Source: an optimization exercise on an open RTL-to-GDS flow (aim: small area). Production flows keep margins and buffers that such runs may drop.
At most, simulation tests tie the RTL to the original design; equivalence was not proved.
Function not checked in runs 2, 3 and 5: the RTL went through the layout flow alone.
The flow treats the clock pin as an ideal source, which a real chip does not have.
No activity file was given, so power comes from the tool's default toggle rates.

`flow/pre_gpl.tcl`:
```
# Before global placement: drop the buffers synthesis inserted. Port buffers
# are added right after this by the standard global_place.tcl (buffer_ports),
# and repair_design re-buffers any net that needs it.
remove_buffers
```
`flow/post_grt.tcl`:
```
# After global routing: swap cells for smaller drive strengths while the
# setup slack stays at least 60 ps, then legalize and reroute what moved.
source [file join [file dirname [info script]] area_recover.tcl]
global_route -start_incremental
area_recover 0.06 -global_routing
detailed_placement
check_placement -verbose
global_route -end_incremental
estimate_parasitics -global_routing
report_worst_slack -max
write_guides $::env(RESULTS_DIR)/route.guide
```
`standard.sh`:
```
#!/bin/bash
# synth_recipe.tcl (not shown) runs the flow's synth.tcl, then flattens the netlist and writes it again
# the make line also repeats each setting of config.mk as NAME=value (left out here)
make -C /OpenROAD-flow-scripts/flow DESIGN_CONFIG=/design/flow/config.mk WORK_HOME=/design/flow/orfs CLKGATE_MAP_FILE= SYNTH_SCRIPT=/design/flow/synth_recipe.tcl "${@:-finish}"
```
`config.mk`:
```
export PLATFORM = sky130hd
export DESIGN_NAME = top
export DESIGN_NICKNAME = top
export VERILOG_FILES = /design/flow/design.v
export SDC_FILE = /design/flow/constraint.sdc
export NUM_CORES = 4
export LEC_CHECK = 0
export CAP_MARGIN = 0
export CORE_MARGIN = 2
export CORE_UTILIZATION = 40
export GPL_TIMING_DRIVEN = 0
export SLEW_MARGIN = 0
```
`design.v`:
```
module Debounce(
	input b,
	input clk,
	output reg d,
	output ex);
	reg s1, s0;
	assign ex = s1 & ~s0 & ~b;
	always @(posedge clk) begin
		s0 <= b;
		s1 <= (s1 & s0) | (s1 & b) | (s0 & b);
		d <= ex;
	end
endmodule
module GoButton(
	input b,
	input clk,
	input rd,
	input [1:0] r,
	output pr,
	output [1:0] rs,
	output ex);
	reg s1, s0, p;
	assign ex = ~p & s1 & ~s0 & ~b;
	assign pr = p;
	assign rs = {s1, s0};
	wire pn = ex & rd;
	always @(posedge clk) begin
		p <= pn;
		s0 <= pn ? r[0] : b;
		s1 <= pn ? r[1] : (~p & ((s1 & s0) | (s1 & b) | (s0 & b)));
	end
endmodule
module progmem(	input  clk,
		input  go,
		input  rst,
		output reg [2:0] idx);
	reg nz, p;
	wire top7 = &idx;
	wire sel8 = p & top7;
	wire inc  = p & ~top7;
	always @(posedge clk) begin
		nz <= go ? ~sel8 : (~rst & nz);
		p  <= go ? ~sel8 : (~rst & sel8);
		idx[0] <= nz & (idx[0] ^ inc);
		idx[1] <= nz & (idx[1] ^ (inc & idx[0]));
		idx[2] <= nz & (idx[2] ^ (inc & idx[0] & idx[1]));
	end
endmodule
module top(	input [1:0]op,
		input [1:0]register,
		input [7:0]data,
		input clk,
		input go,
		input prog,
		input load,
		output reg [7:0]q);
	reg [7:0] R [0:3];
	wire      pend;
	wire [1:0] rs;
	wire [2:0] k;
	wire       ldpulse;
	wire       ex;
	wire       rd;
	wire [1:0] r;
	GoButton myButton (.b(go), .clk(clk), .rd(rd), .r(r), .pr(pend), .rs(rs), .ex(ex));
	Debounce loader (.b(load), .clk(clk), .d(ldpulse), .ex());
	progmem myProgram (.clk(clk), .go(ldpulse), .rst(prog), .idx(k));
	wire k0 = (k == 3'd0);
	wire k1 = (k == 3'd1);
	wire k5 = (k == 3'd5);
	wire kar = (k[2:1] == 2'b10);
	wire [1:0] m = data[5:4];
	wire nar = (op == 2'b11);
	assign rd = prog ? k[1] : (op == 2'b01);
	assign r = prog ? {1'b0, k[0] & (k[1] | k[2])} : register;
	wire [1:0] s = prog ? {1'b0, k1 | (k == 3'd4)} : data[7:6];
	wire imm_n = ~prog & (op == 2'b00);
	wire imm_p = prog & k0;
	wire useA = prog ? kar : (nar & ~m[1]);
	wire andm = ~prog & nar & (m == 2'b10);
	wire sub  = prog ? k5 : (nar & (m == 2'b01));
	wire inv  = prog ? k5 : (nar & m[0]);
	wire wr   = prog ? ~k[1] : ((op != 2'b01) & ~(nar && m == 2'b11 && register != 2'b00));
	wire [1:0] asel = pend ? rs : r;
	wire [7:0] a = R[asel];
	wire [7:0] b = R[s];
	wire [7:0] x = (data & {8{imm_n}}) | {7'd0, imm_p} | (a & ({8{useA}} | (b & {8{andm}})));
	wire [7:0] y = (b ^ {8{inv}}) & {8{~imm_n & ~imm_p & ~andm}};
	wire [8:0] c;
	assign c[0] = sub;
	assign c[4] = 1'b0;
	genvar i;
	generate for (i = 0; i < 8; i = i + 1) begin : fa
		if (i != 3)
			assign c[i+1] = (x[i] & y[i]) | (x[i] & c[i]) | (y[i] & c[i]);
	end endgenerate
	wire [7:0] sum = x ^ y ^ c[7:0];
	wire [3:0] u = sum[7:4];
	wire c4 = (x[3] & y[3]) | (x[3] & c[3]) | (y[3] & c[3]);
	wire [3:0] allone = {u[2] & u[1] & u[0], u[1] & u[0], u[0], 1'b1};
	wire [7:0] res = {u ^ (allone & {4{c4}}), sum[3:0]};
	wire we = ex & wr;
	always @(posedge clk) begin
		if (pend)
			q <= a;
		if (we)
			R[r] <= res;
	end
endmodule
```
`constraint.sdc`:
```
create_clock -name core_clock -period 5.0 [get_ports {clk}]
set_input_delay 1.0000 -clock core_clock [delete_from_list [all_inputs] [get_ports {clk}]]
set_output_delay 1.0000 -clock core_clock [all_outputs]
set_load 0.01 [all_outputs]
```
`flow/run.sh`:
```
#!/bin/bash
# Standard synthesis and layout (standard.sh), with these layout choices changed:
#  - synthesis buffers are removed before global placement (pre_gpl.tcl);
#  - port buffers are buf_1 cells (the resizer may still upsize them);
#  - clock tree synthesis uses clkbuf_8 cells and inserts no dummy loads;
#  - after clock tree synthesis, cells are sized down where slack allows
#    (post_cts.tcl), and again after global routing (post_grt.tcl).
set -euo pipefail
F="$(pwd)/flow"
bash standard.sh synth > synth.log 2>&1
bash standard.sh finish \
  "PRE_GLOBAL_PLACE_TCL=$F/pre_gpl.tcl" \
  "POST_CTS_TCL=$F/post_cts.tcl" \
  "POST_GLOBAL_ROUTE_TCL=$F/post_grt.tcl" \
  "BUFFER_PORTS_ARGS=-buffer_cell sky130_fd_sc_hd__buf_1" \
  "CTS_ARGS=-sink_clustering_enable -repair_clock_nets -dont_use_dummy_load -buf_list sky130_fd_sc_hd__clkbuf_8" \
  > layout.log 2>&1
```
`flow/area_recover.tcl`:
```
# Greedy area recovery: swap each combinational cell for a smaller drive
# strength of the same cell (same function, same pins) while the setup slack
# stays at least the margin (ns) and no slew or capacitance limit is broken.
proc area_recover { margin {mode -placement} } {
  set block [ord::get_db_block]
  set db [ord::get_db]
  set dont_use {*lpflow* *probe* *clkbuf* *clkinv* *clkdly* *dlygate* *df* *dl* *sdf* *edf* *tap* *fill* *decap* *conb*}
  # masters by base name (the name without its drive strength suffix)
  foreach lib [$db getLibs] {
    foreach m [$lib getMasters] {
      set n [$m getName]
      if { ![regexp {^(.*)_([0-9]+)$} $n -> base drive] } { continue }
      set skip 0
      foreach p $dont_use { if { [string match $p $n] } { set skip 1 } }
      if { $skip } { continue }
      lappend group($base) $m
    }
  }
  # a swap may not bring the worst setup slack below the margin, or below
  # what it already is when it is lower
  estimate_parasitics $mode
  set limit [expr min($margin * 1e-9, [sta::worst_slack_cmd max])]
  set saved 0.0
  set changed 1
  while { $changed } {
    set changed 0
    foreach inst [$block getInsts] {
      set m [$inst getMaster]
      set n [$m getName]
      if { ![regexp {^(.*)_([0-9]+)$} $n -> base drive] } { continue }
      if { ![info exists group($base)] } { continue }
      if { [lsearch -exact $group($base) $m] < 0 } { continue }
      set a0 [expr [$m getWidth] * [$m getHeight]]
      set cands {}
      foreach em $group($base) {
        set a [expr [$em getWidth] * [$em getHeight]]
        if { $a < $a0 } { lappend cands [list $a [$em getName]] }
      }
      set iname [$inst getName]
      foreach c [lsort -real -index 0 $cands] {
        replace_cell [get_cells $iname] [get_lib_cells */[lindex $c 1]]
        estimate_parasitics $mode
        if { [sta::worst_slack_cmd max] >= $limit
             && [sta::max_slew_violation_count] == 0
             && [sta::max_capacitance_violation_count] == 0 } {
          set saved [expr $saved + $a0 - [lindex $c 0]]
          set changed 1
          break
        }
        replace_cell [get_cells $iname] [get_lib_cells */$n]
      }
    }
  }
  estimate_parasitics $mode
  puts "area_recover: [expr $saved / 1e6] um2 less"
}
```
`flow/post_cts.tcl`:
```
# After clock tree synthesis and its timing repair: swap cells for smaller
# drive strengths while the setup slack stays at least 50 ps, then legalize.
source [file join [file dirname [info script]] area_recover.tcl]
area_recover 0.05 -placement
detailed_placement
check_placement -verbose
```
==> results of run 1 <==
==> power by group through the flow <==
stage	clock (W)	combinational, W	sequential, W
2_1_floorplan	0	0.0000791	0.000492
3_3_place_gp	0	0.000105	0.000493
6_report	0.000214	0.000116	0.000484
3_5_place_dp	0	0.000108	0.000494
==> area by class of cell <==
class,instances,area (sq um),area share
Sequential cell,51,1420,0.479
Clock buffer,5,68.8,0.0232
Timing Repair Buffer,28,115,0.0388
Inverter,9,33.8,0.0114
Multi-Input combinational cell,129,1230,0.415
Tap cell,77,96.3,0.0325
==> cell usage in the layout, fill, tap and decap left out, types with 2 or more instances in the layout <==
master / netlist / routed
nor3_2: 0 / 5
nand3_1: 2 / 2
a21oi_1: 2 / 2
a22o_1: 4 / 4
nor2_1: 5 / 5
inv_1: 9 / 9
o21ai_0: 3 / 3
fa_2: 0 / 2
fa_1: 6 / 4
xnor2_2: 1 / 2
mux2i_1: 1 / 2
o22ai_1: 2 / 2
mux4_2: 7 / 15
buf_2: 2 / 2
o211ai_1: 2 / 2
buf_1: 1 / 25
edfxtp_1: 40 / 40
ha_1: 4 / 4
xor2_1: 8 / 8
o21a_1: 3 / 3
nor2b_1: 3 / 2
nor3_1: 8 / 3
mux2_2: 2 / 2
dfxtp_1: 11 / 11
clkbuf_8: 0 / 5
nand2b_1: 3 / 3
xnor2_1: 6 / 5
a22oi_1: 4 / 4
and2_1: 3 / 3
nand2_1: 26 / 27
==> routing by layer <==
metal	track usage	vias to the layer above	share of wire
li1	-	785	-
met1	0.232	849	0.46
met2	0.254	49	0.47
met3	0.0400	12	0.046
met4	0.0497	0	0.019
met5	0	-	0
==> metrics by stage <==
stage | utilization | power (W) | std cells | instance area [sq um]
floorplan | - | 0.000571 | 195 | 2710
global placement | 0.442 | 0.000599 | 289 | 2860
detailed placement | 0.445 | 0.000601 | 289 | 2880
finish | 0.459 | 0.000813 | 299 | 2970
==> cells by family (layout without fill, tap and decap cells) <==
kind of cell	after synthesis	after routing	share of synthesized area
flip-flops	51	51	0.525
AND/OR/NAND/NOR	58	58	0.107
AO/OA/AOI/OAI	26	26	0.0694
XOR/XNOR	15	15	0.0513
buffers and inverters	15	42	0.0273
adder cells (fa/ha/maj)	11	11	0.0666
multiplexers	19	19	0.153
==> registers in the layout, indices dropped and copies added, names as in the netlist <==
signal,count
myButton.p,1
myButton.s0,1
myProgram.idx,3
loader.s1,1
loader.s0,1
myProgram.p,1
R,32
loader.d,1
myProgram.nz,1
q,8
myButton.s1,1
==> worst max-delay path, cell delays in order <==
cell,delay (ps)
buf_6,140
nand2b_1,130
o22a_4,170
mux4_2,530
xor2_1,150
nand2_1,100
fa_2,390
fa_1,470
fa_2,420
fa_1,420
inv_1,90
and3_1,180
nand2_1,70
xor2_1,230
xnor2_2,110
xnor2_2,180
==> final timing paths <==
path | from | endpoint | slack [ps]
worst min register to register | loader.s0 | loader.d | 430
worst min-delay path | loader.s0 | loader.d | 430
worst max register to register | myProgram.idx[2] | R[0][7] | 480
worst max-delay path | prog | R[0][7] | 230
==> notes.md, run 1 <==
- Status: complete, no violations
- Post-DP HPWL: 3.94 mm
- Most common cell in the synthesized netlist: edfxtp_1
- Layout cells sized above 1: 0.167
- Clock transition at path regs: 90 ps
- Area Overhead vs Synth: 9.67%
- Seq pwr share: 0.595
- Crit. End Element: flip-flop
- Die H: 86.2 microns
- DR vias/cell: 5.67
- Slew @ Worst Pin: 911 ps
- Layout Nets: 250
- Combinational group share of total power: 0.142
- TritonCTS clock tree: built
- WL/cell: 18.9 microns
- Final setup viols: 0
- Worst Hold Path Cells: 1
- Avg Synthesized Cell Area: 13.9 sq um
- Fmax: 210 MHz
- Standard-cell row count: 29
- WS Path Type: input pin to flip-flop
- Worst path required time: 5030 ps
- MaxCap Viol Count: 0
- Initial antenna violation count: 0
- Post-place setup slack: -931 ps
- Post-route worst setup slack: 233 ps
- Reg2Reg Depth: 15
- P_int: 0.000617 W
- Final WL: 5.66 mm
- First-pass detailed-route iteration total: 4
- Io pins: 24
- Max Transition Viols Final: 0
- Core area: 6460 sq um
- TNS Setup: 0 ps
- First-pass GRT wire length: 9.05 mm
- Critical Path Start Type: input pin
- VDD IR max: 122 uV
- Clk pwr share: 0.263
- Die Width: 86.2 microns
- Clock Sinks: 51
- Post-synth top flop: edfxtp_1
- Vias in the first global route: 1628
- Synth area leader: edfxtp_1
- Die area: 7440 sq um
- Lkg Pwr: 1.07 nW
- Hold slack: 429 ps
- Number of synthesized register bits: 51
- Power Dens Cells: 274 nW/um^2
- Routability cong.: 0.810
- Final period utilization: 0.953
- Total Routing Usage GR: 0.164
- Max Clock Skew: 19.9 ps
- Syn Nets: 221
- Fillers: 581
- Min Clock Period, post-route: 4770 ps
- FFs w/ async S/R, synth: 0
- Slew headroom: 0.390
- Synth top area cells: edfxtp_1 (44%), dfxtp_1 (8.1%), mux4_1 (7.8%)
- Mapped cell area: 2710 sq um
- Grt ovf: 0
- Hold Vio Cnt, Final: 0
- Type of the tightest min-delay check: flip-flop to flip-flop
- Synth warn: 4
- Switching share of power: 0.242
- Mapped Cells: 195
- Switching pwr: 0.000197 W
- Post-synth EDFFs: 40
- Number of distinct library cells after synthesis: 46
- ANT cells: 0
- Via count: 1695
- Starting density of the core: 0.419
- Post-DRT Antenna Nets: 0
- Sequential area share after synthesis: 0.525
- CP arrival: 4790 ps
- DR iter-0 viols: 164
- Clock Latency Late Sink: 310 ps
- Post-synth top area share: 0.444
- Largest net degree at the start of global routing: 18
- Synth top cells by count: edfxtp_1 (40), nand2_1 (26), dfxtp_1 (11), inv_1 (9)
- # port buffers: 23
- DRC viols: 0
- CP max FO: 17
==> run 2: changes to the inputs <==
--- a/design.v
+++ b/design.v
@@ -88,17 +88,11 @@
 	wire [7:0] y = (b ^ {8{inv}}) & {8{~imm_n & ~imm_p & ~andm}};
 	wire [8:0] c;
 	assign c[0] = sub;
-	assign c[4] = 1'b0;
 	genvar i;
 	generate for (i = 0; i < 8; i = i + 1) begin : fa
-		if (i != 3)
-			assign c[i+1] = (x[i] & y[i]) | (x[i] & c[i]) | (y[i] & c[i]);
+		assign c[i+1] = (x[i] & y[i]) | (x[i] & c[i]) | (y[i] & c[i]);
 	end endgenerate
-	wire [7:0] sum = x ^ y ^ c[7:0];
-	wire [3:0] u = sum[7:4];
-	wire c4 = (x[3] & y[3]) | (x[3] & c[3]) | (y[3] & c[3]);
-	wire [3:0] allone = {u[2] & u[1] & u[0], u[1] & u[0], u[0], 1'b1};
-	wire [7:0] res = {u ^ (allone & {4{c4}}), sum[3:0]};
+	wire [7:0] res = x ^ y ^ c[7:0];
 	wire we = ex & wr;
 	always @(posedge clk) begin
 		if (pend)
==> flow/post_cts.tcl (replaced) <==
# After clock tree synthesis and its timing repair: size cells down where the
# setup slack allows, keeping 50 ps of margin, then legalize again.
repair_timing -recover_power 100 -setup_margin 0.05 -verbose
detailed_placement
check_placement -verbose
==> run 2 against run 1 <==
  * The layout now fails its checks (setup timing)
  * Global-route usage fell by 0.69 points
  * Worst setup slack worse by 440 ps
  * Final cell count decreased by 2.3%
  * Clock power about the same
  * Critical path depth down 1
  * Final area shrank 1.1%
  * Die area decreased by 1.8%
  * Non-clock buffer count did not move
  * Critical endpoint is now R[1][7]
  * Largest cell class unchanged
==> notes.md, run 2 <==
- Worst path required time: 5020 ps (about the same)
- WL/cell: 18.1 microns (-4.6%)
- Die Width: 85.4 microns (-0.93%)
- Area Overhead vs Synth: 10.6%
- Final core occ: 0.459 (about the same)
- Standard-cell row count: 29 (unchanged)
- DR iter-0 viols: 91 (-45%)
- WS Path Type: input pin to flip-flop
- DR vias/cell: 5.29 (-6.6%)
- Reg2Reg Depth: 14 (-1)
- First-pass detailed-route iteration total: 4 (unchanged)
- Slew @ Worst Pin: 906 ps (-4.62 ps)
- # port buffers: 23 (unchanged)
- Design area: 2930 sq um (-1.1%)
- Fillers: 572 (-1.5%)
- Max Clock Skew: 13.9 ps (-6.01 ps)
- Type of the tightest min-delay check: flip-flop to flip-flop
- MaxCap Viol Count: 0 (unchanged)
- Initial antenna violation count: 0 (unchanged)
- Min Clock Period, post-route: 5210 ps (+440 ps)
- Mapped cell area: 2650 sq um (-1.9%)
- Number of distinct library cells after synthesis: 46 (unchanged)
- Starting density of the core: 0.415 (-0.00347)
- Final setup viols: 8 (+8)
- Lkg Pwr: 1.05 nW (-2.2%)
- CP arrival: 5230 ps (+440 ps)
- First-pass GRT wire length: 8.41 mm (-7.1%)
- Synth warn: 4 (unchanged)
- Largest regs: R (32), q (8), myProgram.idx (3)
- Worst Setup SP: prog
- Final period utilization: 1.04 (+0.0880)
- Most common cell after layout, fill and taps aside: edfxtp_1
- Capture point of the critical path: R[1][7]
- Failed Checks: setup timing
- Post-DP HPWL: 3.61 mm (-8.5%)
- Worst r2r dst: R[1][7]
- Max FFs per register: 32 (unchanged)
- Io pins: 24 (unchanged)
- Synth area leader: edfxtp_1
- Layout cells sized above 1: 0.209 (+0.0426)
- Routability cong.: 0.762 (-5.9%)
- TritonCTS clock tree: built
- Total Routing Usage GR: 0.158 (-0.00691)
- FFs w/ async S/R, synth: 0 (unchanged)
- Hold Vio Cnt, Final: 0 (unchanged)
- Final WL: 5.27 mm (-6.9%)
- Most common cell in the synthesized netlist: edfxtp_1
- Crit. End Element: flip-flop
- Critical R2R Launch: myProgram.idx[2]
- Largest net degree at the start of global routing: 16 (-2)
- Syn Nets: 210 (-5.0%)
- Largest Register: R
- Post-DRT Antenna Nets: 0 (unchanged)
- Vias in the first global route: 1600 (-1.7%)
- Most frequent cells in the layout: edfxtp_1 (40), nand2_1 (30), buf_1 (24), mux4_2 (15), dfxtp_1 (11)
- ANT cells: 0 (unchanged)
- Layout Nets: 242 (-3.2%)
- CP max FO: 8 (-9)
- Sequential area share after synthesis: 0.536 (+0.0104)
- Post-place setup slack: -1350 ps (-421 ps)
- Synth top area cells: edfxtp_1 (45%), dfxtp_1 (8.3%), mux4_1 (6.9%)
- Fmax: 192 MHz (-8.5%)
- Clock transition at path regs: 90 ps (about the same)
- Clock Latency Late Sink: 300 ps (about the same)
- Clock Sinks: 51 (unchanged)
- Reg2Reg Setup Slack: 80 ps (-400 ps)
- Slew headroom: 0.394 (+0.00415)
- DRC viols: 0 (unchanged)
- Post-synth top area share: 0.453 (+0.00880)
- Post-synth EDFFs: 40 (unchanged)
- Grt ovf: 0 (unchanged)
- Synth top cells by count: edfxtp_1 (40), nand2_1 (30), dfxtp_1 (11), xor2_1 (10), inv_1 (9)
- Post-synth top flop: edfxtp_1
- Core area: 6390 sq um (-1.1%)
- Die area: 7300 sq um (-1.8%)
- Status: failed layout checks
- Power Dens Cells: 273 nW/um^2 (-0.54%)
- Number of synthesized register bits: 51 (unchanged)
- Hold Path Origin: loader.s0
- Max Transition Viols Final: 0 (unchanged)
- Die H: 85.4 microns (-0.93%)
- VDD IR max: 149 uV (+22%)
- Critical Path Start Type: input pin
- Via count: 1546 (-8.8%)
- Post-route worst setup slack: -207 ps (-440 ps)
- Avg Synthesized Cell Area: 14.3 sq um (+3.4%)
- Mapped Cells: 185 (-5.1%)
- Placed Area: 2820 sq um (-1.9%)
-- run 2: cell families (layout without fill, tap and decap cells) --
family,after synthesis,after routing,synth area share
buf+inv,12,42,0.0231
mux,19,19,0.158
fa+ha+maj,10,10,0.0660
simple gates,59,59,0.108
flops,51,51,0.536
compound gates,22,22,0.0665
xor+xnor,12,12,0.0425
-- run 2: through the flow --
step                hold WS, ps  instances  power, W  TNS, ps
floorplan                   398        185  0.000563    -2920
global placement            413        282  0.000591   -14220
detailed placement          420        282  0.000592   -15130
finish                      431        292  0.000800    -1110
-- run 2: layer usage --
metal,routed length (microns),GRT usage
met4,44,0.0404
met5,0,0
met1,2280,0.203
met2,2690,0.268
met3,269,0.0379
-- run 2: critical path, stage by stage --
cell,delay (ps)
buf_8,110
nor2b_2,170
a21oi_4,160
mux4_2,530
xor2_1,150
nand2_1,90
fa_2,400
fa_2,370
fa_2,370
fa_2,370
fa_2,380
fa_2,380
fa_2,380
xor2_2,170
xnor2_2,170
-- run 2: where the power goes --
part	total [W]	switching, W	internal [W]
registers	0.000482	0.00000557	0.000476
logic	0.000107	0.0000616	0.0000455
clock network	0.000211	0.000120	0.0000905
-- run 2: layout make-up --
cell class                      count  area (sq um)  area share
Clock buffer                        5          68.8      0.0235
Inverter                            9          33.8      0.0115
Multi-Input combinational cell    122          1190       0.406
Sequential cell                    51          1420       0.485
Tap cell                           77          96.3      0.0328
Timing Repair Buffer               28           123      0.0418
-- run 2: worst min-delay path by stage --
stage,to,slack (ps),cells past startpoint
floorplan,loader.d,400,1
global placement,loader.d,410,1
detailed placement,loader.d,420,1
finish,loader.d,430,1
==> run 3: changes to the inputs <==
--- a/design.v
+++ b/design.v
@@ -86,11 +86,16 @@
 	wire [7:0] b = R[s];
 	wire [7:0] x = (data & {8{imm_n}}) | {7'd0, imm_p} | (a & ({8{useA}} | (b & {8{andm}})));
 	wire [7:0] y = (b ^ {8{inv}}) & {8{~imm_n & ~imm_p & ~andm}};
+	wire [3:0] g = x[3:0] & y[3:0];
+	wire [3:0] p = x[3:0] ^ y[3:0];
 	wire [8:0] c;
 	assign c[0] = sub;
+	assign c[4] = g[3] | (p[3] & g[2]) | (p[3] & p[2] & g[1]) | (p[3] & p[2] & p[1] & g[0])
+	            | (p[3] & p[2] & p[1] & p[0] & c[0]);
 	genvar i;
 	generate for (i = 0; i < 8; i = i + 1) begin : fa
-		assign c[i+1] = (x[i] & y[i]) | (x[i] & c[i]) | (y[i] & c[i]);
+		if (i != 3)
+			assign c[i+1] = (x[i] & y[i]) | (x[i] & c[i]) | (y[i] & c[i]);
 	end endgenerate
 	wire [7:0] res = x ^ y ^ c[7:0];
 	wire we = ex & wr;
==> run 3 against run 2 <==
  * The run now finishes clean
  * Routed wire length rose by 8.7%
  * Global-route usage rose by 0.75 points
  * Worst setup slack improved by 380 ps
  * Non-clock buffer count did not move
  * Combinational power rose by 11%
  * First-iteration DRC count rose by 41%
  * Final cell count rose by 6.8%
  * Largest cell class unchanged
==> notes.md, run 3 <==
- Status: complete, no violations
- Most common cell after layout, fill and taps aside: edfxtp_1
- Wire length on met1: 2.34 mm (+3.0%)
- # port buffers: 23 (unchanged)
- VDD IR max: 98.5 uV (-34%)
- Final setup viols: 0 (-8)
- TritonCTS clock tree: built
- Number of distinct library cells after synthesis: 49 (+6.5%)
- Type of the tightest min-delay check: flip-flop to flip-flop
- Clock Sinks: 51 (unchanged)
- Core area: 6760 sq um (+5.8%)
- Max Clock Skew: 9.10 ps (-4.77 ps)
- CP cell instances: buf_4, nand2b_1, o21ai_1, clkbuf_1, mux4_2, a22o_1, ha_1, nand2_1, nor2_1, a211oi_1, fa_2, fa_2, fa_2, xnor2_2, xnor2_2
- Crit. End Element: flip-flop
- Standard-cell row count: 30 (+3.4%)
- Most used cell, CP: fa_2
- DR vias/cell: 5.45 (+2.9%)
- Slew headroom: 0.360 (-0.0334)
- Layout cells sized above 1: 0.155 (-0.0541)
- DR WL met3: 274 microns (+1.9%)
- Avg Synthesized Cell Area: 13.7 sq um (-4.1%)
- CP delay by family, top: adder cells
- Seq. cell area: 1420 sq um (unchanged)
- Layout Nets: 262 (+8.3%)
- Sequential area share after synthesis: 0.512 (-0.0239)
- Die Width: 87.3 microns (+2.2%)
- Area Overhead vs Synth: 8.83%
- CP arrival: 4860 ps (-370 ps)
- Final core occ: 0.447 (-0.0120)
- Clock transition at path regs: 90 ps (about the same)
- Total Routing Usage GR: 0.165 (+0.00750)
- Io pins: 24 (unchanged)
- Largest net degree at the start of global routing: 15 (-1)
- Vias in the first global route: 1741 (+8.8%)
- Max stage delay cell, worst path: mux4_2
- Post-DP HPWL: 3.88 mm (+7.5%)
- Critical path buffers and inverters: 2 (+1)
- First-pass detailed-route iteration total: 4 (unchanged)
- Die H: 87.3 microns (+2.2%)
- Syn Nets: 230 (+9.5%)
- Fillers: 633 (+11%)
- DRC viols: 0 (unchanged)
- Hold Vio Cnt, Final: 0 (unchanged)
- Slew @ Worst Pin: 956 ps (+49.8 ps)
- WL/cell: 18.4 microns (+1.8%)
- CP max FO: 14 (+6)
- First-pass GRT wire length: 9.05 mm (+7.6%)
- Most common cell in the synthesized netlist: edfxtp_1
- ANT cells: 0 (unchanged)
- Final Total Pwr: 0.000816 W (+2.0%)
- MaxCap Viol Count: 0 (unchanged)
- Final period utilization: 0.965 (-0.0759)
- Starting density of the core: 0.411 (-0.00443)
- Top Layer Used: met4
- Largest Register: R
- Post-DRT Antenna Nets: 0 (unchanged)
- Fmax: 207 MHz (+7.9%)
- Via count: 1700 (+10%)
- Area of the multi-input gates: 1260 sq um (+6.3%)
- DR iter-0 viols: 128 (+41%)
- WS Path Type: input pin to flip-flop
- Post-synth top area share: 0.433 (-0.0202)
- Mapped cell area: 2780 sq um (+4.7%)
- Post-synth top flop: edfxtp_1
- Worst path required time: 5030 ps (about the same)
- Min Clock Period, post-route: 4830 ps (-379 ps)
- Largest regs: R (32), q (8), myProgram.idx (3)
- Placed Area: 2930 sq um (+3.8%)
- Design area: 3020 sq um (+3.0%)
- Worst stage delay on the critical path: 430 ps (-100 ps)
- Mapped Cells: 202 (+9.2%)
- Max FFs per register: 32 (unchanged)
- Power Dens Cells: 270 nW/um^2 (-0.99%)
- Final WL: 5.73 mm (+8.7%)
- Lkg Pwr: 1.12 nW (+6.9%)
- Synth area leader: edfxtp_1
- Grt ovf: 0 (unchanged)
- Die area: 7620 sq um (+4.4%)
- Detail Route met2 WL: 2.94 mm (+9.4%)
- Synth warn: 4 (unchanged)
- Synth top cells by count: edfxtp_1 (40), nand2_1 (28), mux4_2 (14), inv_1 (12), dfxtp_1 (11)
- Initial antenna violation count: 0 (unchanged)
- Max Transition Viols Final: 0 (unchanged)
- Clock Latency Late Sink: 300 ps (about the same)
- Synth top area cells: edfxtp_1 (43%), mux4_2 (11%), dfxtp_1 (7.9%)
- Routability cong.: 0.770 (+1.0%)
- Post-synth EDFFs: 40 (unchanged)
- Most frequent cells in the layout: edfxtp_1 (40), nand2_1 (28), buf_1 (22), mux4_2 (14), inv_1 (12)
- Critical Path Start Type: input pin
- FFs w/ async S/R, synth: 0 (unchanged)
- Number of synthesized register bits: 51 (unchanged)
==> run 3: final timing paths <==
path                                 start  cells after the start  slack, ps       end
worst max-delay path                  prog                     15        170   R[1][7]
worst min-delay path             loader.s0                      1        430  loader.d
worst max register to register  myButton.p                     13        500   R[1][7]
worst min register to register   loader.s0                      1        430  loader.d
==> run 3: layout make-up <==
type	count	area share
multi-input cells	134	0.419
flip-flops and latches	51	0.470
repair buffers	28	0.0377
inverters	14	0.0174
clock buffers	5	0.0228
well taps	80	0.0331
==> run 3: worst reg2reg max path, cell delays in order, from the launching register on <==
cell and delay, ps:
dfxtp_1 730, mux2i_4 370, buf_2 250, mux4_2 580, a22o_1 230, ha_1 320, nand2_1 60, nor2_1 90
a211oi_1 70, fa_2 390, fa_2 420, fa_2 410, xnor2_2 150, xnor2_2 170
==> run 3: metal layers <==
metal | vias to the layer above | global-route usage
met5 | - | 0
met4 | 0 | 0.0811
met3 | 15 | 0.0322
met2 | 44 | 0.273
met1 | 829 | 0.206
li1 | 812 | -
==> run 3: cell families (layout without fill, tap and decap cells) <==
family | count (synthesis) | in the layout | share of synthesized area
adders and majority gates | 13 | 13 | 0.0739
and+or+nand+nor | 59 | 59 | 0.112
DFF | 51 | 51 | 0.512
buffers and inverters | 17 | 47 | 0.0324
xor gates and xnor gates | 13 | 13 | 0.0437
AOI/OAI and AO/OA | 28 | 28 | 0.0820
muxes | 21 | 21 | 0.144
==> run 3: through the flow <==
stage | instances | hold WS, ps | TNS [ps] | setup slack [ps]
final | 312 | 431 | 0 | 173
after detailed placement | 302 | 419 | -7850 | -959
after global placement | 302 | 413 | -7700 | -915
after floorplan | 202 | 398 | 0 | 26.6
==> run 3: where the power goes <==
| part | total [W] | internal (W) | switching (W) |
|---|---|---|---|
| Sequential | 0.000484 | 0.000477 | 0.00000618 |
| Combinational | 0.000119 | 0.0000500 | 0.0000689 |
| Clock | 0.000213 | 0.0000905 | 0.000123 |
| Total | 0.000816 | 0.000618 | 0.000198 |
==> run 4: changes to the inputs <==
--- a/design.v
+++ b/design.v
@@ -86,18 +86,19 @@
 	wire [7:0] b = R[s];
 	wire [7:0] x = (data & {8{imm_n}}) | {7'd0, imm_p} | (a & ({8{useA}} | (b & {8{andm}})));
 	wire [7:0] y = (b ^ {8{inv}}) & {8{~imm_n & ~imm_p & ~andm}};
-	wire [3:0] g = x[3:0] & y[3:0];
-	wire [3:0] p = x[3:0] ^ y[3:0];
 	wire [8:0] c;
 	assign c[0] = sub;
-	assign c[4] = g[3] | (p[3] & g[2]) | (p[3] & p[2] & g[1]) | (p[3] & p[2] & p[1] & g[0])
-	            | (p[3] & p[2] & p[1] & p[0] & c[0]);
+	assign c[4] = 1'b0;
 	genvar i;
 	generate for (i = 0; i < 8; i = i + 1) begin : fa
 		if (i != 3)
 			assign c[i+1] = (x[i] & y[i]) | (x[i] & c[i]) | (y[i] & c[i]);
 	end endgenerate
-	wire [7:0] res = x ^ y ^ c[7:0];
+	wire [7:0] sum = x ^ y ^ c[7:0];
+	wire [3:0] u = sum[7:4];
+	wire c4 = (x[3] & y[3]) | (x[3] & c[3]) | (y[3] & c[3]);
+	wire [3:0] allone = {u[2] & u[1] & u[0], u[1] & u[0], u[0], 1'b1};
+	wire [7:0] res = {u ^ (allone & {4{c4}}), sum[3:0]};
 	wire we = ex & wr;
 	always @(posedge clk) begin
 		if (pend)
--- a/flow/run.sh
+++ b/flow/run.sh
@@ -2,7 +2,8 @@
 # Standard synthesis and layout (standard.sh), with these layout choices changed:
 #  - synthesis buffers are removed before global placement (pre_gpl.tcl);
 #  - port buffers are buf_1 cells (the resizer may still upsize them);
-#  - clock tree synthesis uses clkbuf_8 cells and inserts no dummy loads;
+#  - clock tree synthesis uses clkbuf_8 cells and inserts no dummy loads
+#    (post_cts.tcl then swaps some for clkbuf_4 where the clock slew allows);
 #  - after clock tree synthesis, cells are sized down where slack allows
 #    (post_cts.tcl), and again after global routing (post_grt.tcl).
 set -euo pipefail
--- a/flow/area_recover.tcl
+++ b/flow/area_recover.tcl
@@ -54,3 +54,30 @@
   estimate_parasitics $mode
   puts "area_recover: [expr $saved / 1e6] um2 less"
 }
+
+# Clock tree buffers: swap each for clkbuf_4 while every flip-flop clock pin
+# keeps a slew of at most max_slew (ns) and the setup slack stays as above.
+proc clock_recover { max_slew margin {mode -placement} } {
+  set_propagated_clock [all_clocks]
+  estimate_parasitics $mode
+  set limit [expr min($margin * 1e-9, [sta::worst_slack_cmd max])]
+  set saved 0
+  foreach inst [get_cells clkbuf_*] {
+    set cell [get_property $inst ref_name]
+    if { $cell != "sky130_fd_sc_hd__clkbuf_8" } { continue }
+    replace_cell $inst [get_lib_cells */sky130_fd_sc_hd__clkbuf_4]
+    estimate_parasitics $mode
+    set worst 0
+    foreach pin [get_pins -hierarchical */CLK] {
+      set s [get_property $pin slew_max]
+      if { $s > $worst } { set worst $s }
+    }
+    if { $worst <= $max_slew && [sta::worst_slack_cmd max] >= $limit } {
+      incr saved
+    } else {
+      replace_cell $inst [get_lib_cells */$cell]
+    }
+  }
+  estimate_parasitics $mode
+  puts "clock_recover: $saved clock buffers now clkbuf_4"
+}
==> flow/post_cts.tcl (replaced) <==
# After clock tree synthesis and its timing repair: size cells down where the
# setup slack allows, keeping 50 ps of margin; swap clock tree buffers for
# clkbuf_4 where every flip-flop clock pin keeps a slew of at most 115 ps;
# then legalize again.
source [file join [file dirname [info script]] area_recover.tcl]
repair_timing -recover_power 100 -setup_margin 0.05 -verbose
clock_recover 0.115 0.05
detailed_placement
check_placement -verbose
==> run 4 against run 3 <==
  * Routed wire length shrank 2.1%
  * Utilization grew 1.1 points
  * Hold slack lost 3.0 ps
  * Synthesized cell count shrank 3.5%
  * Sequential share of layout area grew 0.95 points
  * Sequential power is essentially flat
  * Clock power shrank 8%
  * Synthesized area shrank 2.6%
  * Critical endpoint is now R[0][7]
  * Critical path depth grew 1
  * Die area shrank 2.4%
  * First-iteration DRC count grew 14%
  * Highest routed layer unchanged
  * Clock skew grew 17 ps
==> notes.md, run 4 <==
- Status: complete, no violations
- Max Clock Skew: 26.6 ps (+17.5 ps)
- Mapped cell area: 2710 sq um (-2.6%)
- Die Width: 86.2 microns (-1.2%)
- Via count: 1692 (-0.47%)
- First-pass detailed-route iteration total: 4 (unchanged)
- Max Transition Viols Final: 0 (unchanged)
- Adder-Cell Fraction of Synth Area: 0.0666 (-0.00730)
- CP max FO: 17 (+3)
- Largest net degree at the start of global routing: 18 (+3)
- First-pass GRT wire length: 9.01 mm (-0.45%)
- Post-DP HPWL: 3.94 mm (+1.6%)
- Simple-gate area share of the yosys netlist: 0.107 (-0.00492)
- Layout cells sized above 1: 0.155 (-0.000627)
- MaxCap Viol Count: 0 (unchanged)
- Core area: 6460 sq um (-4.4%)
- Max FFs per register: 32 (unchanged)
- Layout Nets: 248 (-5.3%)
- Clock transition at path regs: 90 ps (about the same)
- Complex-gate fraction of the synthesized area: 0.0694 (-0.0126)
- CP arrival: 4860 ps (about the same)
- WS Path Type: input pin to flip-flop
- Most common cell after layout, fill and taps aside: edfxtp_1
- Grt ovf: 0 (unchanged)
- Critical Path Start Type: input pin
- Post-Synth XOR/XNOR Area: 0.0513 (+0.00763)
- Hold Vio Cnt, Final: 0 (unchanged)
- Routability cong.: 0.810 (+5.1%)
- Largest family of logic cells by synthesized area: multiplexers
- Max stage delay cell, worst path: mux4_2
- Starting density of the core: 0.419 (+0.00790)
- TNS Setup: 0 ps (unchanged)
- Die area: 7440 sq um (-2.4%)
- Most common cell in the synthesized netlist: edfxtp_1
- Standard-cell row count: 29 (-3.3%)
- Synth top cells by count: edfxtp_1 (40), nand2_1 (26), dfxtp_1 (11), inv_1 (9)
- Avg Synthesized Cell Area: 13.9 sq um (+0.93%)
- Clock Latency Late Sink: 360 ps (+60 ps)
- ANT cells: 0 (unchanged)
- Final period utilization: 0.959 (-0.00693)
- # port buffers: 23 (unchanged)
- Initial antenna violation count: 0 (unchanged)
- Synth top area cells: edfxtp_1 (44%), dfxtp_1 (8.1%), mux4_1 (7.8%)
- CP cell instances: buf_6, nand2b_1, o22a_4, mux4_2, xor2_1, nand2_1, fa_2, fa_1, fa_1, fa_1, inv_1, and3_1, nand2_1, xor2_1, xnor2_2, xnor2_2
- Most frequent cells in the layout: edfxtp_1 (40), nand2_1 (27), buf_1 (24), mux4_2 (13), dfxtp_1 (11)
- Slew headroom: 0.388 (+0.0279)
- TritonCTS clock tree: built
- Largest regs: R (32), q (8), myProgram.idx (3)
- Type of the tightest min-delay check: flip-flop to flip-flop
- Design area: 2960 sq um (-2.0%)
- FFs w/ async S/R, synth: 0 (unchanged)
- Post-DRT Antenna Nets: 0 (unchanged)
- Most used cell, CP: fa_1
- Number of synthesized register bits: 51 (unchanged)
- DR iter-0 viols: 146 (+14%)
- Worst path required time: 5070 ps (+40 ps)
- Synth warn: 4 (unchanged)
- Lkg Pwr: 1.07 nW (-4.4%)
- Final setup viols: 0 (unchanged)
- Cell Count, Final, Fillers Out: 297 (-4.8%)
- Sequential area share after synthesis: 0.525 (+0.0135)
- DR vias/cell: 5.70 (+4.6%)
- Mux share of post-synthesis cell area: 0.153 (+0.00889)
- Die H: 86.2 microns (-1.2%)
- Final WL: 5.62 mm (-2.1%)
- Syn Nets: 221 (-3.9%)
- Synth area leader: edfxtp_1
- Hold slack: 428 ps (-3.01 ps)
- Clock Sinks: 51 (unchanged)
- Post-synth EDFFs: 40 (unchanged)
- Placed Area: 2880 sq um (-1.8%)
- Worst stage delay on the critical path: 540 ps (+110 ps)
- Min Clock Period, post-route: 4790 ps (-34.6 ps)
- WL/cell: 18.9 microns (+2.9%)
- VDD IR max: 121 uV (+23%)
- Post-synth top flop: edfxtp_1
- Mapped Cells: 195 (-3.5%)
- Slew @ Worst Pin: 913 ps (-43.3 ps)
- Post-synth top area share: 0.444 (+0.0114)
- Inst Count DP: 289 (-4.3%)
- Vias in the first global route: 1613 (-7.4%)
- Io pins: 24 (unchanged)
- Area Overhead vs Synth: 9.48%
- Largest Register: R
- Crit. End Element: flip-flop
- Number of distinct library cells after synthesis: 46 (-6.1%)
- Final Total Pwr: 0.000793 W (-2.7%)
- Total Routing Usage GR: 0.164 (-0.00138)
- DRC viols: 0 (unchanged)
- Fmax: 209 MHz (+0.72%)
- Power Dens Cells: 268 nW/um^2 (-0.77%)
[run 4: changes by cell type in the layout (fill, tap and decap cells not counted), sizes merged, moves of 2 or more]
cell / change
nor2: -4
inv: -4
nor3b: -2
ha: -2
a21oi: -3
nor3: +5
xnor2: +2
clkbuf: -2
mux2i: -3
[run 4: final cells by class]
| cell class | instances | area (sq um) |
|---|---|---|
| Timing Repair Buffer | 26 | 106 |
| Clock buffer | 5 | 56.3 |
| Tap cell | 77 | 96.3 |
| Fill cell | 578 | 3500 |
| Sequential cell | 51 | 1420 |
| Inverter | 9 | 33.8 |
| Multi-Input combinational cell | 129 | 1250 |
[run 4: cells by family after synthesis]
kind of cell             Yosys count
AND/OR/NAND/NOR                   58
multiplexers                      19
AO/OA/AOI/OAI                     26
adder cells (fa/ha/maj)           11
flip-flops                        51
XOR/XNOR                          15
buffers and inverters             15
[run 4: critical path, delay by kind of cell]
kind	cells	cell delay (ps)
fa+ha+maj	4	1750
xor+xnor	4	680
mux	1	540
simple gates	4	480
buf+inv	2	230
compound gates	1	170
[run 4: layer usage]
layer,vias to the layer above,part of all wire,global-route usage
met3,10,0.058,0.0343
li1,786,-,-
met5,-,0,0
met1,836,0.46,0.236
met2,60,0.46,0.245
met4,0,0.023,0.0639
[run 4: power breakdown]
group	total (W)	internal, W	leakage, nW	switching (W)
logic	0.000115	0.0000480	0.584	0.0000668
registers	0.000484	0.000478	0.455	0.00000628
clock network	0.000195	0.0000730	0.0308	0.000122
[run 4: path summary, 6_finish.rpt]
path,startpoint,endpoint,slack [ps],cells past startpoint
worst max register to register,myProgram.idx[2],R[0][7],400,15
worst min register to register,loader.s0,loader.d,430,1
worst max-delay path,prog,R[0][7],210,16
worst min-delay path,loader.s0,loader.d,430,1
[run 4: through the flow]
step | util | worst slack (ps)
after floorplan | - | 44.9
after global placement | 0.442 | -848
after detailed placement | 0.445 | -931
final | 0.459 | 207
==> run 5: changes to the inputs <==
--- a/design.v
+++ b/design.v
@@ -88,17 +88,15 @@
 	wire [7:0] y = (b ^ {8{inv}}) & {8{~imm_n & ~imm_p & ~andm}};
 	wire [8:0] c;
 	assign c[0] = sub;
-	assign c[4] = 1'b0;
+	assign c[6] = 1'b0;
 	genvar i;
 	generate for (i = 0; i < 8; i = i + 1) begin : fa
-		if (i != 3)
+		if (i != 5)
 			assign c[i+1] = (x[i] & y[i]) | (x[i] & c[i]) | (y[i] & c[i]);
 	end endgenerate
 	wire [7:0] sum = x ^ y ^ c[7:0];
-	wire [3:0] u = sum[7:4];
-	wire c4 = (x[3] & y[3]) | (x[3] & c[3]) | (y[3] & c[3]);
-	wire [3:0] allone = {u[2] & u[1] & u[0], u[1] & u[0], u[0], 1'b1};
-	wire [7:0] res = {u ^ (allone & {4{c4}}), sum[3:0]};
+	wire c6 = (x[5] & y[5]) | (x[5] & c[5]) | (y[5] & c[5]);
+	wire [7:0] res = {sum[7] ^ (c6 & sum[6]), sum[6] ^ c6, sum[5:0]};
 	wire we = ex & wr;
 	always @(posedge clk) begin
 		if (pend)
--- a/flow/area_recover.tcl
+++ b/flow/area_recover.tcl
@@ -1,6 +1,7 @@
 # Greedy area recovery: swap each combinational cell for a smaller drive
 # strength of the same cell (same function, same pins) while the setup slack
-# stays at least the margin (ns) and no slew or capacitance limit is broken.
+# stays at least the margin (ns) and slews and loads stay 20% below their
+# limits.
 proc area_recover { margin {mode -placement} } {
   set block [ord::get_db_block]
   set db [ord::get_db]
@@ -20,6 +21,9 @@
   # what it already is when it is lower
   estimate_parasitics $mode
   set limit [expr min($margin * 1e-9, [sta::worst_slack_cmd max])]
+  # and slews and loads keep 20% below their limits (or what they had)
+  set slew_min [expr min(0.2, [sta::max_slew_check_slack_limit])]
+  set cap_min [expr min(0.2, [sta::max_capacitance_check_slack_limit])]
   set saved 0.0
   set changed 1
   while { $changed } {
@@ -41,8 +45,8 @@
         replace_cell [get_cells $iname] [get_lib_cells */[lindex $c 1]]
         estimate_parasitics $mode
         if { [sta::worst_slack_cmd max] >= $limit
-             && [sta::max_slew_violation_count] == 0
-             && [sta::max_capacitance_violation_count] == 0 } {
+             && [sta::max_slew_check_slack_limit] >= $slew_min
+             && [sta::max_capacitance_check_slack_limit] >= $cap_min } {
           set saved [expr $saved + $a0 - [lindex $c 0]]
           set changed 1
           break
==> run 5 against run 4 <==
  * Sequential power about the same
  * Synthesized cell count down 3.1%
  * Largest power group unchanged
  * Largest cell class unchanged
  * Still clean on timing, DRC and antenna
  * Synthesized area down 0.28%
==> notes.md, run 5 <==
- DRC viols: 0 (unchanged)
- Avg Synthesized Cell Area: 14.3 sq um (+2.9%)
- Synth top area cells: edfxtp_1 (45%), mux4_2 (10%), dfxtp_1 (8.2%)
- Routability cong.: 0.760 (-6.1%)
- Max Clock Skew: 40.3 ps (+13.8 ps)
- WS Path Type: input pin to flip-flop
- Fillers: 577 (-0.17%)
- Die H: 86.1 microns (-0.13%)
- Post-synth EDFFs: 40 (unchanged)
- Post-synth top area share: 0.445 (+0.00124)
- Clock Latency Late Sink: 380 ps (+20 ps)
- Io pins: 24 (unchanged)
- Slew @ Worst Pin: 928 ps (+15.4 ps)
- Sequential area share after synthesis: 0.527 (+0.00146)
- TNS Setup: 0 ps (unchanged)
- Synth top cells by count: edfxtp_1 (40), nand2_1 (29), inv_1 (13), mux4_2 (12), dfxtp_1 (11)
- ANT cells: 0 (unchanged)
- VDD IR max: 105 uV (-14%)
- FFs w/ async S/R, synth: 0 (unchanged)
- Max Transition Viols Final: 0 (unchanged)
- Endpoint, Worst Hold: loader.d
- Die Width: 86.1 microns (-0.13%)
- Most frequent cells in the layout: edfxtp_1 (40), nand2_1 (29), buf_1 (23), mux4_2 (15)
- Slew headroom: 0.378 (-0.0103)
- Lkg Pwr: 1.07 nW (+0.26%)
- Largest net degree at the start of global routing: 16 (-2)
- Clock Sinks: 51 (unchanged)
- Syn Nets: 215 (-2.7%)
- Clock transition at path regs: 80 ps (about the same)
- Seq pwr share: 0.609 (about the same)
- Power Dens Cells: 263 nW/um^2 (-1.7%)
- Reg2Reg Setup Slack: 300 ps (-100 ps)
- MaxCap Viol Count: 0 (unchanged)
- Final setup viols: 0 (unchanged)
- Min Clock Period, post-route: 4900 ps (+109 ps)
- Number of synthesized register bits: 51 (unchanged)
- WL/cell: 18.3 microns (-3.2%)
- CP max FO: 7 (-10)
- Most common cell in the synthesized netlist: edfxtp_1
- Switching pwr: 0.000193 W (-1.2%)
- Clk pwr share: 0.242 (-0.004)
- DR vias/cell: 5.52 (-3.1%)
- Final period utilization: 0.980 (+0.0217)
- Combinational group share of total power: 0.150 (+0.005)
- Layout Nets: 250 (+0.81%)
- Max FFs per register: 32 (unchanged)
- Largest Register: R
- Post-DRT Antenna Nets: 0 (unchanged)
- Worst Hold Path Cells: 1 (unchanged)
- Standard-cell row count: 29 (unchanged)
- Die area: 7420 sq um (-0.27%)
- Worst path required time: 5080 ps (about the same)
- DR iter-0 viols: 120 (-18%)
- Starting density of the core: 0.420 (+0.00120)
- Total Routing Usage GR: 0.160 (-0.00322)
- Critical Path Start Type: input pin
- Largest regs: R (32), q (8), myProgram.idx (3)
- P_int: 0.000602 W (+0.53%)
- First-pass detailed-route iteration total: 4 (unchanged)
- Reg2Reg Depth: 16 (+1)
- CP arrival: 4980 ps (+120 ps)
- Hold Path Origin: loader.s0
- Post-synth top flop: edfxtp_1
- Layout cells sized above 1: 0.248 (+0.0932)
- TritonCTS clock tree: built
- Most common cell after layout, fill and taps aside: edfxtp_1
- Grt ovf: 0 (unchanged)
- Switching share of power: 0.243 (-0.00316)
- Synth warn: 4 (unchanged)
- Via count: 1650 (-2.5%)
- Type of the tightest min-delay check: flip-flop to flip-flop
- Cell Count, Final, Fillers Out: 299 (+0.67%)
- # port buffers: 23 (unchanged)
- Status: complete, no violations
- Crit. End Element: flip-flop
- Synth area leader: edfxtp_1
- Final WL: 5.47 mm (-2.6%)
- Inst Count DP: 285 (-1.4%)
- First-pass GRT wire length: 8.63 mm (-4.3%)
- Number of distinct library cells after synthesis: 47 (+2.2%)
- Area Overhead vs Synth: 11.8%
- Worst r2r dst: R[0][7]
- Vias in the first global route: 1632 (+1.2%)
- Post-DP HPWL: 3.69 mm (-6.2%)
- Mapped Cells: 189 (-3.1%)
- Initial antenna violation count: 0 (unchanged)
- Core area: 6420 sq um (-0.56%)
- Fmax: 204 MHz (-2.2%)
- Hold Vio Cnt, Final: 0 (unchanged)
- Critical R2R Launch: myProgram.idx[2]
- Mapped cell area: 2700 sq um (-0.28%)
==> run 5: routing by layer <==
| layer | track usage | wire length [microns] | vias up |
|---|---|---|---|
| li1 | - | - | 775 |
| met1 | 0.209 | 2370 | 808 |
| met2 | 0.257 | 2650 | 53 |
| met3 | 0.0356 | 272 | 14 |
| met4 | 0.0722 | 171 | 0 |
| met5 | 0 | 0 | - |
==> run 5: logic make-up after synthesis <==
family	after synthesis	share of synthesized area
adders and majority gates	11	0.0668
xor gates and xnor gates	13	0.0422
and+or+nand+nor	52	0.108
AOI/OAI and AO/OA	26	0.0798
buffers and inverters	17	0.0269
DFF	51	0.527
muxes	19	0.150
==> run 5: worst max-delay path by stage <==
| stage | from | endpoint | cells past startpoint |
|---|---|---|---|
| after floorplan | data[7] | R[0][7] | 16 |
| after detailed placement | prog | R[1][7] | 16 |
| final | prog | R[0][7] | 16 |
| after global placement | prog | R[1][7] | 16 |
==> run 5: final cells by class <==
cell class | count | area (sq um) | share of cell area
Clock buffer | 5 | 56.3 | 0.0187
Inverter | 13 | 48.8 | 0.0162
Multi-Input combinational cell | 121 | 1230 | 0.407
Sequential cell | 51 | 1420 | 0.471
Tap cell | 77 | 96.3 | 0.0319
Timing Repair Buffer | 32 | 166 | 0.0552
==> run 5: critical path, stage by stage <==
cell and delay (ps):
buf_6 120, nor2b_4 140, mux4_2 530, xor2_1 160, nand2_1 90, fa_2 380, fa_2 380, fa_2 380
fa_2 410, fa_2 380, fa_2 360, inv_2 80, ha_4 130, xor2_2 130, xnor2_1 170, xnor2_2 130
==> run 5: power by group through the flow <==
stage	Clock, W	Sequential [W]	Combinational (W)
after floorplan	0	0.000492	0.0000793
after global placement	0	0.000493	0.000109
after detailed placement	0	0.000493	0.000110
final	0.000192	0.000483	0.000119
==> run 5: per-stage QoR <==
step	cell area, sq um	power, W	worst slack [ps]	hold slack, ps	utilization
after floorplan	2720	0.000571	-143	398	-
after global placement	2870	0.000602	-1460	407	0.447
after detailed placement	2890	0.000603	-1380	412	0.451
final	3020	0.000794	98.6	424	0.470
==> run 6: changes to the inputs <==
--- a/design.v
+++ b/design.v
@@ -88,15 +88,17 @@
 	wire [7:0] y = (b ^ {8{inv}}) & {8{~imm_n & ~imm_p & ~andm}};
 	wire [8:0] c;
 	assign c[0] = sub;
-	assign c[6] = 1'b0;
+	assign c[4] = 1'b0;
 	genvar i;
 	generate for (i = 0; i < 8; i = i + 1) begin : fa
-		if (i != 5)
+		if (i != 3)
 			assign c[i+1] = (x[i] & y[i]) | (x[i] & c[i]) | (y[i] & c[i]);
 	end endgenerate
 	wire [7:0] sum = x ^ y ^ c[7:0];
-	wire c6 = (x[5] & y[5]) | (x[5] & c[5]) | (y[5] & c[5]);
-	wire [7:0] res = {sum[7] ^ (c6 & sum[6]), sum[6] ^ c6, sum[5:0]};
+	wire [3:0] u = sum[7:4];
+	wire c4 = (x[3] & y[3]) | (x[3] & c[3]) | (y[3] & c[3]);
+	wire [3:0] allone = {u[2] & u[1] & u[0], u[1] & u[0], u[0], 1'b1};
+	wire [7:0] res = {u ^ (allone & {4{c4}}), sum[3:0]};
 	wire we = ex & wr;
 	always @(posedge clk) begin
 		if (pend)
--- a/config.mk
+++ b/config.mk
@@ -7,6 +7,6 @@
 export LEC_CHECK = 0
 export CAP_MARGIN = 0
 export CORE_MARGIN = 2
-export CORE_UTILIZATION = 40
+export CORE_UTILIZATION = 35
 export GPL_TIMING_DRIVEN = 0
 export SLEW_MARGIN = 0
==> run 6 against run 5 <==
  * First-iteration DRC count down 42%
  * Fmax grew 1.3%
  * Highest routed layer unchanged
  * Total power down 0.85%
  * Final area down 0.83%
  * Global-route usage shrank 2.1 points
  * Utilization shrank 7.6 points
  * Clock power about the same
  * Hold slack better by 8.1 ps
  * Routed wire length increased by 2.3%
  * Non-clock buffer count fell by 7
==> notes.md, run 6 <==
- Status: complete, no violations
- Final period utilization: 0.968 (-0.0122)
- Grt ovf: 0 (unchanged)
- CP max FO: 8 (+1)
- Total Routing Usage GR: 0.139 (-0.0213)
- Max Clock Skew: 16.5 ps (-23.9 ps)
- Number of synthesized register bits: 51 (unchanged)
- Design area: 2990 sq um (-0.83%)
- Synth warn: 4 (unchanged)
- Initial antenna violation count: 0 (unchanged)
- FFs w/ async S/R, synth: 0 (unchanged)
- Synth area leader: edfxtp_1
- Synth top cells by count: edfxtp_1 (40), nand2_1 (26), dfxtp_1 (11), inv_1 (9)
- Clock Latency Late Sink: 350 ps (-30 ps)
- Min Clock Period, post-route: 4840 ps (-61.1 ps)
- Power Dens Cells: 263 nW/um^2 (about the same)
- Most common cell after layout, fill and taps aside: edfxtp_1
- Worst path required time: 5070 ps (about the same)
- Post-DRT Antenna Nets: 0 (unchanged)
- Most frequent cells in the layout: edfxtp_1 (40), nand2_1 (26), buf_1 (22), mux4_2 (13), dfxtp_1 (11)
- Hold Path Origin: loader.s0
- Fillers: 741 (+28%)
- Die area: 8450 sq um (+14%)
- Largest regs: R (32), q (8), myProgram.idx (3)
- Worst Hold Path Cells: 1 (unchanged)
- Critical R2R Launch: myProgram.idx[2]
- DR iter-0 viols: 70 (-42%)
- Worst r2r dst: R[2][7]
- Type of the tightest min-delay check: flip-flop to flip-flop
- Die H: 91.9 microns (+6.7%)
- Clock Sinks: 51 (unchanged)
- WL/cell: 17.4 microns (-4.7%)
- Lkg Pwr: 1.07 nW (-0.48%)
- Layout cells sized above 1: 0.174 (-0.0742)
- Syn Nets: 221 (+2.8%)
- Sequential area share after synthesis: 0.525 (-0.00146)
- Post-route worst setup slack: 160 ps (+61.1 ps)
- Max Transition Viols Final: 0 (unchanged)
- Hold Vio Cnt, Final: 0 (unchanged)
- Starting density of the core: 0.356 (-0.0644)
- DR vias/cell: 5.28 (-4.3%)
- Largest Register: R
- WS Path Type: input pin to flip-flop
- DRC viols: 0 (unchanged)
- Die Width: 91.9 microns (+6.7%)
- Avg Synthesized Cell Area: 13.9 sq um (-2.8%)
- Final core occ: 0.393 (-0.0764)
- Most common cell in the synthesized netlist: edfxtp_1
- Post-DP HPWL: 4.01 mm (+8.5%)
- Final setup viols: 0 (unchanged)
- Fmax: 207 MHz (+1.3%)
- First-pass detailed-route iteration total: 4 (unchanged)
- Cell Count, Final, Fillers Out: 321 (+7.4%)
- Routability cong.: 0.776 (+2.1%)
- Core area: 7610 sq um (+18%)
- Area Overhead vs Synth: 10.6%
- Slew @ Worst Pin: 945 ps (+17.1 ps)
- Layout Nets: 247 (-1.2%)
- Endpoint, Worst Hold: loader.d
- Crit. End Element: flip-flop
- Reg2Reg Depth: 15 (-1)
- Inst Count DP: 314 (+10%)
- Slew headroom: 0.367 (-0.0115)
- Post-synth top area share: 0.444 (-0.00124)
- ANT cells: 0 (unchanged)
- Io pins: 24 (unchanged)
- Synth top area cells: edfxtp_1 (44%), dfxtp_1 (8.1%), mux4_1 (7.8%)
- Standard-cell row count: 32 (+10%)
- Post-synth EDFFs: 40 (unchanged)
- Max FFs per register: 32 (unchanged)
- TritonCTS clock tree: built
- Mapped cell area: 2710 sq um (+0.28%)
- Via count: 1696 (+2.8%)
- First-pass GRT wire length: 8.78 mm (+1.8%)
- Final WL: 5.60 mm (+2.3%)
- Mapped Cells: 195 (+3.2%)
- Placed Area: 2900 sq um (+0.26%)
- # port buffers: 23 (unchanged)
- Number of distinct library cells after synthesis: 46 (-2.1%)
- Critical Path Start Type: input pin
- Clock transition at path regs: 80 ps (about the same)
- CP arrival: 4910 ps (-70 ps)
- Reg2Reg Setup Slack: 380 ps (+80 ps)
- Vias in the first global route: 1688 (+3.4%)
- Post-place setup slack: -1010 ps (+374 ps)
- VDD IR max: 88.3 uV (-16%)
- MaxCap Viol Count: 0 (unchanged)
- Post-synth top flop: edfxtp_1
- Largest net degree at the start of global routing: 18 (+2)
==> run 6: changes by cell type in the layout (fill, tap and decap cells not counted), sizes merged, moves of 3 or more <==
cell | previous run | this run
nor2 | 1 | 5
xnor2 | 3 | 7
clkbuf | 9 | 6
inv | 13 | 9
buf | 28 | 24
==> run 6: area by class of cell <==
type / instances / area, sq um / share of cell area
well taps: 102 / 128 / 0.0427
multi-input cells: 129 / 1250 / 0.417
inverters: 9 / 33.8 / 0.0113
repair buffers: 25 / 104 / 0.0347
flip-flops and latches: 51 / 1420 / 0.475
clock buffers: 5 / 56.3 / 0.0188
==> run 6: logic make-up after synthesis <==
family / share of synthesized area
xor+xnor: 0.0513
compound gates: 0.0694
buf+inv: 0.0273
mux: 0.153
simple gates: 0.107
flops: 0.525
fa+ha+maj: 0.0666
==> run 6: how the worst max path moves through the flow <==
stage / cells past startpoint / endpoint / startpoint / slack [ps]
after floorplan: 17 / R[0][7] / prog / 40
after global placement: 15 / R[1][7] / prog / -830
after detailed placement: 15 / R[0][7] / prog / -1010
final: 15 / R[2][7] / data[7] / 160
==> run 6: routing by layer <==
layer  share of wire  GRT usage  vias up
met5               0          0        -
met4           0.028     0.0547        0
met3           0.049     0.0255       17
met2            0.49      0.238       47
met1            0.43      0.175      850
li1                -          -      782
==> run 6: worst max-delay path: stages <==
cell and delay (ps):
buf_1 140, nor2b_2 460, mux4_2 400, xor2_1 150, nand2_1 100, fa_2 410, fa_1 490, fa_1 480
fa_1 440, inv_1 80, and3_1 170, nand2_1 90, xor2_2 170, xnor2_2 150, xnor2_2 170
==> run 6: where the power goes <==
group / total, W / leakage (nW) / switching, W / internal (W)
logic: 0.000114 / 0.582 / 0.0000664 / 0.0000477
clock network: 0.000190 / 0.0308 / 0.000117 / 0.0000729
registers: 0.000484 / 0.455 / 0.00000607 / 0.000477
==> run 6: per-stage QoR <==
step | TNS, ps | total power [W] | hold slack (ps)
global placement | -8060 | 0.000598 | 410
floorplan | 0 | 0.000571 | 398
detailed placement | -11370 | 0.000602 | 421
finish | 0 | 0.000788 | 432
==> run 7: changes to the inputs <==
--- a/config.mk
+++ b/config.mk
@@ -7,6 +7,6 @@
 export LEC_CHECK = 0
 export CAP_MARGIN = 0
 export CORE_MARGIN = 2
-export CORE_UTILIZATION = 35
+export CORE_UTILIZATION = 50
 export GPL_TIMING_DRIVEN = 0
 export SLEW_MARGIN = 0
==> run 7 against run 6 <==
  * Combinational power barely moved
  * Final cell count down 9.7%
  * Global-route usage is 5.6 points higher
  * Fmax grew 0.51%
  * Total power fell by 0.42%
  * Hold slack better by 21 ps
  * Non-clock buffer count is 1 higher
  * First-iteration DRC count increased by 24%
==> notes.md, run 7 <==
- Largest family of logic cells by synthesized area: multiplexers
- Standard-cell row count: 26 (-19%)
- Final setup viols: 0 (unchanged)
- Clock Latency Late Sink: 360 ps (about the same)
- Final period utilization: 0.963 (-0.00489)
- DR iter-0 viols: 87 (+24%)
- Number of distinct library cells after synthesis: 46 (unchanged)
- First-pass GRT wire length: 8.66 mm (-1.3%)
- DR vias/cell: 5.69 (+7.8%)
- Post-place setup slack: -872 ps (+138 ps)
- Synth top area cells: edfxtp_1 (44%), dfxtp_1 (8.1%), mux4_1 (7.8%)
- Die area: 6010 sq um (-29%)
- Mapped Cells: 195 (unchanged)
- VDD IR max: 188 uV (+110%)
- Largest regs: R (32), q (8), myProgram.idx (3)
- Simple-gate area share of the yosys netlist: 0.107 (unchanged)
- Synth area leader: edfxtp_1
- CP max FO: 17 (+9)
- TritonCTS clock tree: built
- Area Overhead vs Synth: 9.20%
- Slew @ Worst Pin: 921 ps (-23.8 ps)
- Lkg Pwr: 1.07 nW (+0.35%)
- Largest Register: R
- Final WL: 5.49 mm (-1.9%)
- Vias in the first global route: 1747 (+3.5%)
- Post-Synth XOR/XNOR Area: 0.0513 (unchanged)
- WS Path Type: input pin to flip-flop
- Hold Path Origin: loader.s0
- Most common cell in the synthesized netlist: edfxtp_1
- Post-DP HPWL: 3.94 mm (-1.6%)
- Sequential area share after synthesis: 0.525 (unchanged)
- Synth top cells by count: edfxtp_1 (40), nand2_1 (26), dfxtp_1 (11), inv_1 (9)
- Max FFs per register: 32 (unchanged)
- Final Total Pwr: 0.000784 W (-0.42%)
- Mux share of post-synthesis cell area: 0.153 (unchanged)
- Grt ovf: 0 (unchanged)
- MaxCap Viol Count: 0 (unchanged)
- Endpoint, Worst Hold: loader.d
- Core area: 5170 sq um (-32%)
- Initial antenna violation count: 0 (unchanged)
- DRC viols: 0 (unchanged)
- Io pins: 24 (unchanged)
- Hold Vio Cnt, Final: 0 (unchanged)
- Placed Area: 2860 sq um (-1.4%)
- TNS Setup: 0 ps (unchanged)
- Layout cells sized above 1: 0.155 (-0.0190)
- Worst Hold Path Cells: 1 (unchanged)
- Mapped cell area: 2710 sq um (unchanged)
- Largest net degree at the start of global routing: 18 (unchanged)
- ANT cells: 0 (unchanged)
- Die H: 77.6 microns (-16%)
- Synth warn: 4 (unchanged)
- Fmax: 208 MHz (+0.51%)
- Most frequent cells in the layout: edfxtp_1 (40), nand2_1 (26), buf_1 (24), mux4_2 (11), dfxtp_1 (11)
- First-pass detailed-route iteration total: 4 (unchanged)
- Avg Synthesized Cell Area: 13.9 sq um (unchanged)
- Critical Path Start Type: input pin
- Syn Nets: 221 (unchanged)
- Power Dens Cells: 266 nW/um^2 (+0.85%)
- Crit. End Element: flip-flop
- Hold slack: 454 ps (+21.2 ps)
- Design area: 2950 sq um (-1.3%)
- # port buffers: 23 (unchanged)
- WL/cell: 18.9 microns (+8.6%)
- Total Routing Usage GR: 0.195 (+0.0562)
- Slew headroom: 0.383 (+0.0160)
- Complex-gate fraction of the synthesized area: 0.0694 (unchanged)
- Number of synthesized register bits: 51 (unchanged)
- Starting density of the core: 0.523 (+0.167)
- Type of the tightest min-delay check: flip-flop to flip-flop
- Status: complete, no violations
- Post-synth top area share: 0.444 (unchanged)
- Max Clock Skew: 30.0 ps (+13.6 ps)
- Most common cell after layout, fill and taps aside: edfxtp_1
- Die Width: 77.6 microns (-16%)
- Post-synth EDFFs: 40 (unchanged)
- Adder-Cell Fraction of Synth Area: 0.0666 (unchanged)
- Layout Nets: 248 (+0.40%)
- Critical R2R Launch: myProgram.idx[2]
- Reg2Reg Setup Slack: 430 ps (+50 ps)
- FFs w/ async S/R, synth: 0 (unchanged)
- Worst path required time: 5080 ps (about the same)
- Reg2Reg Depth: 15 (unchanged)
- Clock Sinks: 51 (unchanged)
- Clock transition at path regs: 80 ps (about the same)
- Post-route worst setup slack: 184 ps (+24.4 ps)
- Via count: 1651 (-2.7%)
- Post-synth top flop: edfxtp_1
- Worst r2r dst: R[1][7]
- Post-DRT Antenna Nets: 0 (unchanged)
- Min Clock Period, post-route: 4820 ps (-24.4 ps)
- Routability cong.: 0.830 (+7.0%)
- CP arrival: 4890 ps (-20 ps)
- Max Transition Viols Final: 0 (unchanged)
[run 7: cell counts after synthesis]
Identical to the previous run, type by type.
[run 7: layout make-up]
type	count	area (sq um)
timing repair buffer	26	103
inverter	9	33.8
tap	70	87.6
clock buffer	5	56.3
sequential	51	1420
fill	441	2220
multi-input combinational	129	1250
[run 7: stage by stage]
| stage | utilization | instances |
|---|---|---|
| detailed placement | 0.553 | 282 |
| global placement | 0.550 | 282 |
| floorplan | - | 195 |
| finish | 0.571 | 290 |
[run 7: how the worst max path moves through the flow]
stage | start | end | slack (ps) | cells after the start
after floorplan | prog | R[0][7] | 40 | 17
after global placement | prog | R[2][7] | -810 | 15
after detailed placement | prog | R[1][7] | -870 | 15
final | prog | R[1][7] | 180 | 16
[run 7: critical path, cell delays in order]
cell,delay (ps)
buf_4,180
nand2b_1,130
o22a_2,190
mux4_2,550
xor2_1,160
nand2_1,90
fa_2,390
fa_1,450
fa_1,460
fa_1,420
inv_1,90
and3_1,180
nand2_1,90
xor2_2,170
xnor2_2,150
xnor2_2,160
[run 7: cells by family after synthesis]
logic type,after synthesis
adders and majority gates,11
and+or+nand+nor,58
AOI/OAI and AO/OA,26
muxes,19
buffers and inverters,15
xor gates and xnor gates,15
DFF,51
[run 7: per-layer routing]
metal,wire length [microns],up-vias,share of wire,global-route usage
li1,-,788,-,-
met1,2330,833,0.42,0.239
met2,2970,25,0.54,0.351
met3,133,5,0.024,0.0395
met4,61,0,0.011,0.0536
met5,0,-,0,0
[run 7: where the power goes]
group / total (W) / switching (W) / internal [W]
registers: 0.000484 / 0.00000644 / 0.000477
logic: 0.000111 / 0.0000639 / 0.0000469
clock network: 0.000190 / 0.000117 / 0.0000729

what the ideal ports hide:
In the flow no input, the clock included, has a driving cell. The finished layouts below were timed again as built, in two steps. Step 1: set_driving_cell puts a clkbuf_16 on clk and a buf_2 on each other input, an assumption about the parent block. Step 2 also shifts input and output timing later by t, the mid clock arrival at the registers, as if the neighbouring blocks saw the same clock. Three values: no drivers, after step 1, after step 2; two values: the first two.
run | shift t [ns] | setup WS [ns] | latest minus earliest clock arrival (ns) | worst data-port slew with drivers (ns)
run 1 | 0.325 | 0.233 / 0.229 / -0.096 | 0.020 / 0.020 | 0.04
run 2 | 0.318 | -0.207 / -0.229 / -0.547 | 0.014 / 0.014 | 0.05
run 3 | 0.325 | 0.173 / 0.179 / -0.146 | 0.009 / 0.010 | 0.03
run 4 | 0.374 | 0.207 / 0.202 / -0.172 | 0.026 / 0.026 | 0.04
run 5 | 0.388 | 0.099 / 0.058 / -0.330 | 0.041 / 0.041 | 0.10
run 6 | 0.373 | 0.160 / 0.164 / -0.209 | 0.016 / 0.016 | 0.04
run 7 | 0.370 | 0.184 / 0.184 / -0.186 | 0.030 / 0.030 | 0.04
Met with ideal ports but missed after step 2: setup timing in 6 of these runs. For run 5, which loses most, drivers alone change the setup slack by -0.041 ns; drivers and shift together by -0.429 ns.
